Source: an optimization exercise on an open RTL-to-GDS flow (aim: small area, a short achievable clock period and few clock cycles). Production flows keep margins and buffers that such runs may drop.
Where RTL was checked, it was by simulation tests only, not by an equivalence proof against the original.

==> module EUCLIDs_GCD, before the edit <==
module EUCLIDs_GCD #(parameter N = 32)(
    input [N-1:0] a,
    input [N-1:0] b,
    input clk,
    input rst,
    input start,
    output [N-1:0] out,
    output reg done
);
    localparam W = N + 1;
    reg [N-1:0] u;
    reg [W-1:0] v;
    reg [4:0] k;
    reg run, fin;
    assign out = u;
    wire ue    = ~u[0];
    wire ve    = ~v[0];
    wire sv    = v[W-1];
    wire strip = ue & ve;            
    reg swp0;
    wire [W-1:1] x  = swp0 ? {N{1'b0}} : v[W-1:1];
    wire [W-1:1] ye = ve ? {N{1'b1}} : sv ? {1'b0, u[N-1:1]} : ~{1'b0, u[N-1:1]};
    wire [N-1:0] p = x ^ ye;         
    wire [N-1:0] g = x & ye;
    localparam L = 5;                
    wire [N-1:0] gl [0:L];
    wire [N-1:0] pl [0:L];
    assign gl[0] = g;
    assign pl[0] = p;
    genvar lv, i;
    generate for (lv = 0; lv < L; lv = lv + 1) begin : lvl
        for (i = 0; i < N; i = i + 1) begin : bt
            if ((i >> lv) & 1) begin : op
                assign gl[lv+1][i] = gl[lv][i] | (pl[lv][i] & gl[lv][((i >> lv) << lv) - 1]);
                assign pl[lv+1][i] = pl[lv][i] & pl[lv][((i >> lv) << lv) - 1];
            end else begin : pass
                assign gl[lv+1][i] = gl[lv][i];
                assign pl[lv+1][i] = pl[lv][i];
            end
        end
    end endgenerate
    wire [N-1:0] G = gl[L];
    wire [N-1:0] P = pl[L];
    wire [N-1:0] c = {G[N-2:0] | P[N-2:0], 1'b1};    
    wire [W-1:1] w = p ^ c;                          
    wire term = P[N-1] & ~swp0;
    wire swap = (w[W-1] ^ sv) | swp0;
    wire s1 = strip | ~p[0];
    wire s2 = ~s1 & ~p[1];
    wire s3 = ~s1 & p[1] & ~p[2];
    wire s4 = ~s1 & p[1] & p[2];
    wire [W-1:0] vn = ({W{s1}} & {{1{w[W-1]}}, w[W-1:1]}) | ({W{s2}} & {{2{w[W-1]}}, w[W-1:2]}) |
                      ({W{s3}} & {{3{w[W-1]}}, w[W-1:3]}) | ({W{s4}} & {{4{w[W-1]}}, w[W-1:4]});
    wire vn0 = strip ? ~p[0] : ~(p[0] & p[1] & p[2] & p[3]);
    wire [N-1:0] va = {v[N-1:1] ^ {(N-1){sv}}, 1'b1};
    wire fin_now = (run & term) | fin;
    wire k_low = (k[4:1] == 4'd0);
    always @(posedge clk or posedge rst) begin
        if (rst) begin
            run  <= 1'b0;
            fin  <= 1'b0;
            done <= 1'b0;
        end else begin
            done <= 1'b0;
            if (fin_now) begin
                run <= 1'b0;
                fin <= ~k_low;
                done <= k_low;
            end else if (!run) begin
                run <= start;
            end
        end
    end
    always @(posedge clk) begin
        v <= (run | fin) ? vn : {1'b0, b};
        swp0 <= fin_now ? 1'b0 : run ? (strip & ~u[1] & v[1]) : (~a[0] & b[0]);
        if (fin_now) begin
            if (k != 5'd0) begin
                u <= {u[N-2:0], 1'b0};
                k <= k - 5'd1;
            end
        end else if (run) begin
            if (swap) begin
                u <= va;
            end else if (strip) begin
                u <= {1'b0, u[N-1:1]};
            end
            if (strip)
                k <= k + 5'd1;
        end else begin
            u <= a;
            k <= 5'd0;
        end
    end
endmodule
clock: 6.0 ns
lec_check: 0
cap_margin: 20
core_margin: 2
core_utilization: 40
setup_slack_margin: 2.5
slew_margin: 20
standard.sh (not shown) runs the stock make flow with config.mk's settings and CLKGATE_MAP_FILE= SYNTH_SCRIPT=/design/flow/synth_recipe.tcl, a recipe that flattens the netlist after the stock synthesis.
==> flow/flow/run.sh <==
#!/bin/bash
set -euo pipefail
export BUFFER_PORTS_ARGS="-buffer_cell sky130_fd_sc_hd__buf_1"
bash standard.sh finish > standard.log 2>&1
The baseline produced a clean layout.
Change:
--- a/flow/design.v
+++ b/flow/design.v
@@ -16,11 +16,11 @@
     assign out = u;
     wire ue    = ~u[0];
     wire ve    = ~v[0];
     wire sv    = v[W-1];
     wire strip = ue & ve;            
-    reg swp0;
+    wire swp0  = ue & ~ve;           
     wire [W-1:1] x  = swp0 ? {N{1'b0}} : v[W-1:1];
     wire [W-1:1] ye = ve ? {N{1'b1}} : sv ? {1'b0, u[N-1:1]} : ~{1'b0, u[N-1:1]};
     wire [N-1:0] p = x ^ ye;         
     wire [N-1:0] g = x & ye;
     localparam L = 5;                
@@ -72,11 +72,10 @@
             end
         end
     end
     always @(posedge clk) begin
         v <= (run | fin) ? vn : {1'b0, b};
-        swp0 <= fin_now ? 1'b0 : run ? (strip & ~u[1] & v[1]) : (~a[0] & b[0]);
         if (fin_now) begin
             if (k != 5'd0) begin
                 u <= {u[N-2:0], 1'b0};
                 k <= k - 5'd1;
             end
What happened: Clock skew is about the same. Register-to-register slack barely changes. Synthesized cell count came out lower by 10%. Global-route usage drops by 2.6 points. Final area came out lower by 6.2%. Routed wire length decreases by about 13%. Setup slack loses 9.3 ps. Die area fell by 4.3%. Core utilization decreases by 1.1 points. Hold slack improved by 7.7 ps. Maximum frequency stays flat.
Testbench counts after the change, summed over its fixed seeds: cycles 40,805.
Only the layout flow was run in the first run of this note; the RTL was not checked for function there.

== the previous run ==
Another version of the RTL of EUCLIDs_GCD (not shown whole).
Size in the first run: roughly 1,100 cells after synthesis, ~74 flip-flops, about 100 I/O pins.
==> module EUCLIDs_GCD, before the edit <==
module EUCLIDs_GCD #(parameter N = 32)(
    input [N-1:0] a,
    input [N-1:0] b,
    input clk,
    input rst,
    input start,
    output [N-1:0] out,
    output reg done
);
    localparam W = N + 1;
    reg [N-1:0] u;
    reg [W-1:0] v;
    reg [4:0] k;
    reg run, fin;
    assign out = u;
    reg ue, ve;
    wire sv    = v[W-1];
    wire strip = ue & ve;            
    wire swp0  = ue & ~ve;           
    wire [W-1:1] x  = swp0 ? {N{1'b0}} : v[W-1:1];
    wire [W-1:1] ye = ve ? {N{1'b1}} : sv ? {1'b0, u[N-1:1]} : ~{1'b0, u[N-1:1]};
    wire [N-1:0] p = x ^ ye;         
    wire [N-1:0] g = x & ye;
    localparam L = 5;                
    wire [N-1:0] gl [0:L];
    wire [N-1:0] pl [0:L];
    assign gl[0] = g;
    assign pl[0] = p;
    genvar lv, i;
    generate for (lv = 0; lv < L; lv = lv + 1) begin : lvl
        for (i = 0; i < N; i = i + 1) begin : bt
            if ((i >> lv) & 1) begin : op
                assign gl[lv+1][i] = gl[lv][i] | (pl[lv][i] & gl[lv][((i >> lv) << lv) - 1]);
                assign pl[lv+1][i] = pl[lv][i] & pl[lv][((i >> lv) << lv) - 1];
            end else begin : pass
                assign gl[lv+1][i] = gl[lv][i];
                assign pl[lv+1][i] = pl[lv][i];
            end
        end
    end endgenerate
    wire [N-1:0] G = gl[L];
    wire [N-1:0] P = pl[L];
    wire [N-1:0] c = {G[N-2:0] | P[N-2:0], 1'b1};    
    wire [W-1:1] w = p ^ c;                          
    wire term = P[N-1] & ~swp0;
    wire swap = (w[W-1] ^ sv) | swp0;
    wire s1 = strip | ~p[0];
    wire s2 = ~s1 & ~p[1];
    wire s3 = ~s1 & p[1] & ~p[2];
    wire s4 = ~s1 & p[1] & p[2];
    wire [W-1:0] vn = ({W{s1}} & {{1{w[W-1]}}, w[W-1:1]}) | ({W{s2}} & {{2{w[W-1]}}, w[W-1:2]}) |
                      ({W{s3}} & {{3{w[W-1]}}, w[W-1:3]}) | ({W{s4}} & {{4{w[W-1]}}, w[W-1:4]});
    wire vn0 = strip ? ~p[0] : ~(p[0] & p[1] & p[2] & p[3]);
    wire [N-1:0] va = {v[N-1:1] ^ {(N-1){sv}}, 1'b1};
    wire fin_now = (run & term) | fin;
    wire k_low = (k[4:1] == 4'd0);
    always @(posedge clk or posedge rst) begin
        if (rst) begin
            run  <= 1'b0;
            fin  <= 1'b0;
            done <= 1'b0;
        end else begin
            done <= 1'b0;
            if (fin_now) begin
                run <= 1'b0;
                fin <= ~k_low;
                done <= k_low;
            end else if (!run) begin
                run <= start;
            end
        end
    end
    always @(posedge clk) begin
        v <= (run | fin) ? vn : {1'b0, b};
        ve <= (run | fin) ? ~vn0 : ~b[0];
        if (fin_now) begin
            if (k != 5'd0) begin
                u <= {u[N-2:0], 1'b0};
                k <= k - 5'd1;
            end
        end else if (run) begin
            if (swap) begin
                u <= va;
                ue <= 1'b0;
            end else if (strip) begin
                u <= {1'b0, u[N-1:1]};
                ue <= ~u[1];
            end
            if (strip)
                k <= k + 5'd1;
        end else begin
            u <= a;
            ue <= ~a[0];
            k <= 5'd0;
        end
    end
endmodule
make LEC_CHECK=0 CAP_MARGIN=20 CORE_MARGIN=2 CORE_UTILIZATION=40 SETUP_SLACK_MARGIN=2.0 SLEW_MARGIN=20 finish   # period 6.0 ns
run.sh (not shown) runs the stock make flow with config.mk's settings and CLKGATE_MAP_FILE= SYNTH_SCRIPT=/design/flow/synth_recipe.tcl, a recipe that flattens the netlist after the stock synthesis.
Stock flow here: none of the scripts above is used.
diff inputs: the previous run => the current run
==> flow/design.v, changed modules only <==
module EUCLIDs_GCD #(parameter N = 32)(
    input [N-1:0] a,
    input [N-1:0] b,
    input clk,
    input rst,
    input start,
    output [N-1:0] out,
    output reg done
);
    reg [N-1:0] u, v;
    reg [4:0] k;
    reg run, fin;
    assign out = u;
    wire ue    = ~u[0];
    wire ve    = ~v[0];
    wire strip = ue & ve;            
    wire swp0  = ue & ~ve;           
    wire [N-1:0] x = swp0 ? {N{1'b0}} : v;
    wire [N-1:0] y = ve   ? {N{1'b0}} : u;
    wire [N-1:0] p = x ^ ~y;
    wire [N-1:0] g = x & ~y;
    localparam L = $clog2(N);
    wire [N-1:0] gl [0:L];
    wire [N-1:0] pl [0:L];
    assign gl[0] = g;
    assign pl[0] = p;
    genvar lv, i;
    generate for (lv = 0; lv < L; lv = lv + 1) begin : lvl
        for (i = 0; i < N; i = i + 1) begin : bt
            if ((i >> lv) & 1) begin : op
                assign gl[lv+1][i] = gl[lv][i] | (pl[lv][i] & gl[lv][((i >> lv) << lv) - 1]);
                assign pl[lv+1][i] = pl[lv][i] & pl[lv][((i >> lv) << lv) - 1];
            end else begin : pass
                assign gl[lv+1][i] = gl[lv][i];
                assign pl[lv+1][i] = pl[lv][i];
            end
        end
    end endgenerate
    wire [N-1:0] G = gl[L];
    wire [N-1:0] P = pl[L];
    wire [N:0] c1 = {G | P, 1'b1};
    wire [N:0] c0 = {G, 1'b0};
    wire neg = ~c1[N];
    wire term = P[N-1] & ~swp0;
    wire [N-1:0] dp = p ^ c1[N-1:0];         
    wire [N-1:0] dn = ~(p ^ c0[N-1:0]);      
    wire [3:0] z = x[4:1] ^ y[4:1];
    wire s1 = strip | z[0];
    wire s2 = ~s1 & z[1];
    wire s3 = ~s1 & ~z[1] & z[2];
    wire s4 = ~s1 & ~z[1] & ~z[2];
    function [N-1:0] shr;
        input [N-1:0] m;
        input t1, t2, t3, t4;
        shr = ({N{t1}} & {1'b0, m[N-1:1]}) | ({N{t2}} & {2'b0, m[N-1:2]}) |
              ({N{t3}} & {3'b0, m[N-1:3]}) | ({N{t4}} & {4'b0, m[N-1:4]});
    endfunction
    wire [N-1:0] m  = neg ? dn : dp;
    wire [N-1:0] vn = shr(m, s1, s2, s3, s4);
    wire fin_now = (run & term) | fin;
    wire k_low = (k[4:1] == 4'd0);
    always @(posedge clk or posedge rst) begin
        if (rst) begin
            run  <= 1'b0;
            fin  <= 1'b0;
            done <= 1'b0;
        end else begin
            done <= 1'b0;
            if (fin_now) begin
                run <= 1'b0;
                fin <= ~k_low;
                done <= k_low;
            end else if (!run) begin
                run <= start;
            end
        end
    end
    always @(posedge clk) begin
        v <= (run | fin) ? vn : b;
        if (fin_now) begin
            if (k != 5'd0) begin
                u <= {u[N-2:0], 1'b0};
                k <= k - 5'd1;
            end
        end else if (run) begin
            if (neg | swp0)
                u <= v;
            else if (strip)
                u <= {1'b0, u[N-1:1]};
            if (strip)
                k <= k + 5'd1;
        end else begin
            u <= a;
            k <= 5'd0;
        end
    end
endmodule
Findings:
No stage failed in the previous run, and the final checks on the layout all came back clean.
The current run | status: complete | timing, DRC, antenna: pass
On global-route track usage on met3, the lower figure sits with the previous run, not the current run.
From the previous run to the current run the numbers moved as follows: xor/xnor cell area share of the yosys netlist has decreased, final critical path time including I/O delays and setup now sits higher, worst path buffer plus inverter count higher, post-layout utilization of the core higher.
Of the previous run and the current run, the current run shows the higher wire length on met3, with the previous run below it.
Count of flip-flops and latches in the current run is 2 lower than in the previous run
Compared with the previous run, the current run supports a lower clock frequency.
Final period utilization: the current run higher than the previous run
[the current run] fill cell total of the finished layout fell 489 relative to the previous run
No run of this note included a check of the RTL's function; only the layout flow was run.

Setup of red:
RTL: one of the versions met above, not the one the previous note started from.
Size in the first run: about 100 I/O pins, roughly 0.0065 sq mm of cells after synthesis.
==> module EUCLIDs_GCD, before the edit <==
module EUCLIDs_GCD #(parameter N = 32)(
    input [N-1:0] a,
    input [N-1:0] b,
    input clk,
    input rst,
    input start,
    output [N-1:0] out,
    output reg done
);
    localparam W = N + 1;
    reg [N-1:0] u;
    reg [W-1:0] v;
    reg [4:0] k;
    reg run, fin;
    assign out = u;
    wire ue    = ~u[0];
    wire ve    = ~v[0];
    wire sv    = v[W-1];
    wire strip = ue & ve;            
    wire swp0  = ue & ~ve;           
    wire [W-1:1] x  = swp0 ? {N{1'b0}} : v[W-1:1];
    wire [W-1:1] ye = ve ? {N{1'b1}} : sv ? {1'b0, u[N-1:1]} : ~{1'b0, u[N-1:1]};
    wire [N-1:0] p = x ^ ye;         
    wire [N-1:0] g = x & ye;
    localparam L = 5;                
    wire [N-1:0] gl [0:L];
    wire [N-1:0] pl [0:L];
    assign gl[0] = g;
    assign pl[0] = p;
    genvar lv, i;
    generate for (lv = 0; lv < L; lv = lv + 1) begin : lvl
        for (i = 0; i < N; i = i + 1) begin : bt
            if ((i >> lv) & 1) begin : op
                assign gl[lv+1][i] = gl[lv][i] | (pl[lv][i] & gl[lv][((i >> lv) << lv) - 1]);
                assign pl[lv+1][i] = pl[lv][i] & pl[lv][((i >> lv) << lv) - 1];
            end else begin : pass
                assign gl[lv+1][i] = gl[lv][i];
                assign pl[lv+1][i] = pl[lv][i];
            end
        end
    end endgenerate
    wire [N-1:0] G = gl[L];
    wire [N-1:0] P = pl[L];
    wire [N-1:0] c = {G[N-2:0] | P[N-2:0], 1'b1};    
    wire [W-1:1] w = p ^ c;                          
    wire term = P[N-1] & ~swp0;
    wire swap = (w[W-1] ^ sv) | swp0;
    wire s1 = strip | ~p[0];
    wire s2 = ~s1 & ~p[1];
    wire s3 = ~s1 & p[1] & ~p[2];
    wire s4 = ~s1 & p[1] & p[2];
    wire [W-1:0] vn = ({W{s1}} & {{1{w[W-1]}}, w[W-1:1]}) | ({W{s2}} & {{2{w[W-1]}}, w[W-1:2]}) |
                      ({W{s3}} & {{3{w[W-1]}}, w[W-1:3]}) | ({W{s4}} & {{4{w[W-1]}}, w[W-1:4]});
    wire vn0 = strip ? ~p[0] : ~(p[0] & p[1] & p[2] & p[3]);
    wire [N-1:0] va = {v[N-1:1] ^ {(N-1){sv}}, 1'b1};
    wire fin_now = (run & term) | fin;
    wire k_low = (k[4:1] == 4'd0);
    always @(posedge clk or posedge rst) begin
        if (rst) begin
            run  <= 1'b0;
            fin  <= 1'b0;
            done <= 1'b0;
        end else begin
            done <= 1'b0;
            if (fin_now) begin
                run <= 1'b0;
                fin <= ~k_low;
                done <= k_low;
            end else if (!run) begin
                run <= start;
            end
        end
    end
    always @(posedge clk) begin
        v <= (run | fin) ? vn : {1'b0, b};
        if (fin_now) begin
            if (k != 5'd0) begin
                u <= {u[N-2:0], 1'b0};
                k <= k - 5'd1;
            end
        end else if (run) begin
            if (swap) begin
                u <= va;
            end else if (strip) begin
                u <= {1'b0, u[N-1:1]};
            end
            if (strip)
                k <= k + 5'd1;
        end else begin
            u <= a;
            k <= 5'd0;
        end
    end
endmodule
export LEC_CHECK = 0
export CAP_MARGIN = 20
export CORE_MARGIN = 2
export CORE_UTILIZATION = 60
export SETUP_SLACK_MARGIN = 2.5
export SLEW_MARGIN = 20
create_clock -name core_clock -period 6.0 [get_ports {clk}]
standard.sh (not shown) runs the stock make flow with config.mk's settings and CLKGATE_MAP_FILE= SYNTH_SCRIPT=/design/flow/synth_recipe.tcl, a recipe that flattens the netlist after the stock synthesis.
Scripts as last shown in full above: flow/flow/run.sh
red | status: complete | timing, DRC, antenna: pass
Testbench counts of red, summed over its fixed seeds: cycles 40,805.
For blue, these inputs were changed with respect to red:
--- a/flow/design.v
+++ b/flow/design.v
@@ -29,13 +29,13 @@
     assign gl[0] = g;
     assign pl[0] = p;
     genvar lv, i;
     generate for (lv = 0; lv < L; lv = lv + 1) begin : lvl
         for (i = 0; i < N; i = i + 1) begin : bt
-            if ((i >> lv) & 1) begin : op
-                assign gl[lv+1][i] = gl[lv][i] | (pl[lv][i] & gl[lv][((i >> lv) << lv) - 1]);
-                assign pl[lv+1][i] = pl[lv][i] & pl[lv][((i >> lv) << lv) - 1];
+            if (i >= (1 << lv)) begin : op
+                assign gl[lv+1][i] = gl[lv][i] | (pl[lv][i] & gl[lv][i - (1 << lv)]);
+                assign pl[lv+1][i] = pl[lv][i] & pl[lv][i - (1 << lv)];
             end else begin : pass
                 assign gl[lv+1][i] = gl[lv][i];
                 assign pl[lv+1][i] = pl[lv][i];
             end
         end
## What came out
Sort blue and red by multi-input logic portion of the cell area, ascending, and blue comes first. red vs blue, critical path's slowest cell: edfxtp_1 vs dfxtp_4. Going from red to blue, net total in the final layout rose 273, share of synthesized area spent on multiplexers fell 1.4 points. On blue: pin count of the biggest net entering global routing is 15 lower than what red gave. Delta (blue minus red): pre-CTS worst setup slack went down by 0.28 ns; number of filler instances in the final layout now smaller. Compared with red, in blue total stage count of the critical path shows an increase of 3; total wirelength of the detailed-routed design shows an increase of 52%.
The RTL of blue was laid out without a check of its function.

-- port drivers added, routing unchanged --
No port has a modelled driver above. Below, the same layouts with a new extraction and two added sets of constraints.
Step 1, drivers: a clkbuf_16 drives clk and a buf_2 each remaining input, both assumed.
Step 2, shift: input delay + t, output delay - t, t = (earliest + latest rising clock arrival at the registers) / 2. This alone moves slack from input paths to output paths.
Three values: ideal ports, drivers, drivers and shift; two values: the first two.
| run | t, ns | setup slack, ns | clock arrival spread, ns | worst register clock-pin slew, ns | worst data-port slew with drivers (ns) |
|---|---|---|---|---|---|
| the first run of note 1 | 0.391 | 2.476 / 2.476 / 2.476 | 0.007 / 0.006 | 0.06 / 0.06 | 0.04 |
| the second run of note 1 | 0.385 | 2.467 / 2.467 / 2.467 | 0.006 / 0.006 | 0.06 / 0.06 | 0.04 |
| the previous run | 0.401 | 2.132 / 2.132 / 2.132 | 0.006 / 0.006 | 0.07 / 0.07 | 0.04 |
| the current run | 0.390 | 1.869 / 1.869 / 1.869 | 0.008 / 0.008 | 0.06 / 0.06 | 0.04 |
| red | 0.401 | 2.443 / 2.443 / 2.443 | 0.008 / 0.008 | 0.08 / 0.08 | 0.04 |
| blue | 0.398 | 2.137 / 2.137 / 2.137 | 0.017 / 0.017 | 0.07 / 0.07 | 0.06 |
After both steps every run listed still meets setup and hold.
